What follows belongs to an exercise in optimizing a design on an open flow for small area, a short achievable clock period and few clock cycles; a production flow would make more cautious choices. Only simulation tests tie the RTL to the original design; equivalence was not proved. Power figures rest on the tool's default switching activity, not on a simulated workload.

==> inputs of run a <==
// top
module top (
	input		start,
	input		reset,
	input 	clk,
	input			load,
	input	[5:0]	load_addr,
	input	[7:0]	a_data,
	input	[7:0]	b_data,
	input	[5:0]	c_addr,
	output reg		done,
	output	[18:0]	c_data
	);
	reg [7:0] wa [0:63];
	reg [7:0] wb [0:63];
	reg [7:0] xa [0:63];
	reg [7:0] xb [0:63];
	reg busy;
	integer n;
	always @(posedge clk) begin
		if (load) begin
			wa[load_addr] <= a_data;
			wb[load_addr] <= b_data;
		end
		if (start)
			for (n = 0; n < 64; n = n + 1) begin
				xa[n] <= wa[n];
				xb[n] <= wb[n];
			end
	end
	always @(posedge clk) begin
		if (reset) begin
			done <= 1'b0;
			busy <= 1'b0;
		end else if (start) begin
			done <= 1'b0;
			busy <= 1'b1;
		end else if (busy) begin
			done <= 1'b1;
			busy <= 1'b0;
		end
	end
	wire [2:0] k = c_addr[2:0];
	wire [2:0] j = c_addr[5:3];
	wire [7:0] ra0 = xa[{3'd0, k}], ra1 = xa[{3'd1, k}], ra2 = xa[{3'd2, k}], ra3 = xa[{3'd3, k}];
	wire [7:0] ra4 = xa[{3'd4, k}], ra5 = xa[{3'd5, k}], ra6 = xa[{3'd6, k}], ra7 = xa[{3'd7, k}];
	wire [7:0] rb0 = xb[{j, 3'd0}], rb1 = xb[{j, 3'd1}], rb2 = xb[{j, 3'd2}], rb3 = xb[{j, 3'd3}];
	wire [7:0] rb4 = xb[{j, 3'd4}], rb5 = xb[{j, 3'd5}], rb6 = xb[{j, 3'd6}], rb7 = xb[{j, 3'd7}];
	wire [8:0] pp0_0, pp0_1, pp0_2, pp0_3;
	wire [3:0] ng0;
	booth_row br0 (.a(ra0), .b(rb0), .p0(pp0_0), .p1(pp0_1), .p2(pp0_2), .p3(pp0_3), .ng(ng0));
	wire [8:0] pp1_0, pp1_1, pp1_2, pp1_3;
	wire [3:0] ng1;
  ...
Settings: LEC_CHECK=0, ABC_AREA=1, CAP_MARGIN=5, CORE_MARGIN=2, CORE_UTILIZATION=40, CTS_CLUSTER_DIAMETER=90, CTS_CLUSTER_SIZE=28, SETUP_SLACK_MARGIN=1.0, SLEW_MARGIN=5; clock period 7.0 ns.
standard.sh (not shown) runs the stock make flow with config.mk's settings and CLKGATE_MAP_FILE= SYNTH_SCRIPT=/design/flow/synth_recipe.tcl, a recipe that flattens the netlist after the stock synthesis.
==> flow/flow/run.sh <==
#!/bin/bash
# The standard layout, with Yosys's synth run without its early ABC pass
# (-noabc). That pass remaps the compressor tree before extract_fa and leaves
# inverters between the full-adder cells; the flow's own later ABC pass still
# maps all remaining logic. Everything else is the standard flow.
set -euo pipefail
bash standard.sh SYNTH_ARGS=-noabc finish > standard_flow.log 2>&1
==> run b (differences from run a) <==
Settings changed: ABC_AREA 1 to default, CAP_MARGIN 5 to 20, SETUP_SLACK_MARGIN 1.0 to 1.4, SLEW_MARGIN 5 to 20.
==> run c (differences from run a) <==
==> flow/flow/run.sh (replaced) <==
#!/bin/bash
# The standard layout with two changes to how it is made:
#  - Yosys's synth runs without its early ABC pass (-noabc), which otherwise
#    remaps the compressor tree before extract_fa and leaves inverters between
#    the full-adder cells (the flow's later ABC pass still maps the rest);
#  - the port buffers that placement inserts on every input and output are
#    buf_4 cells instead of the delay cells buffer_ports picks by default.
# Everything else, from floorplan to the final DEF, is the standard flow.
set -euo pipefail
bash standard.sh SYNTH_ARGS=-noabc "BUFFER_PORTS_ARGS=-buffer_cell sky130_fd_sc_hd__buf_4" finish > standard_flow.log 2>&1
Settings changed: CAP_MARGIN 5 to 20, CORE_UTILIZATION 40 to 65, PLACE_DENSITY from default to 0.78, SETUP_SLACK_MARGIN 1.0 to 1.5, SLEW_MARGIN 5 to 20.
==> summary of the runs <==
- Run a produced a clean layout. Run c produced a clean layout. Run b completed with no timing, DRC or antenna violations.
- The highest via count belongs to run c, the lowest to run b.
- Clock-buffer cell count, highest first: run b, run a, run c.
- The highest first-iteration DRC count belongs to run c, the lowest to run b.
- Power: run a < run c < run b.
- Sequential power is about the same in run b and run a.
- Utilization, lowest first: run a, run b, run c.
- Die area: run b > run a > run c.
- Of run a and run c, run c has the higher critical path depth (gap 2).
- Of run a and run b, run b has the higher setup slack (gap 0.063 ns).
Testbench counts of run a, summed over its fixed seeds: cycles 3,680.
Testbench counts of run b, summed over its fixed seeds: cycles 3,680.
Testbench counts of run c, summed over its fixed seeds: cycles 3,680.

[static timing again, ports no longer ideal]
How much do the figures lean on ideal ports? The routed layouts below were timed once more, with nothing changed but the port constraints. Step 1 sets driving cells, clkbuf_16 on the clock port and buf_2 on the other inputs (assumed; they add their load-dependent delay and slew). Step 2 adds t to the input delays and takes it off the output delays; t is the mean of the earliest and latest rising clock arrival at the registers after step 1. Input paths then give back, and output paths get back, about the clock's delay inside the block. Three values: ideal ports, drivers, drivers and shift; two values: the first two.
| run | t (ns) | setup slack, ns | worst setup path at the end | worst register clock-pin slew, ns |
|---|---|---|---|---|
| run a | 0.851 | 1.114 / 1.129 / 0.278 | input to register | 0.11 / 0.11 |
| run b | 0.872 | 1.177 / 1.087 / 0.336 | input to register | 0.11 / 0.11 |
| run c | 0.816 | 1.460 / 1.509 / 0.693 | input to register | 0.11 / 0.11 |
After both steps every run listed still meets setup and hold. For run b, which loses most, drivers alone change the setup slack by -0.090 ns; drivers and shift together by -0.841 ns.
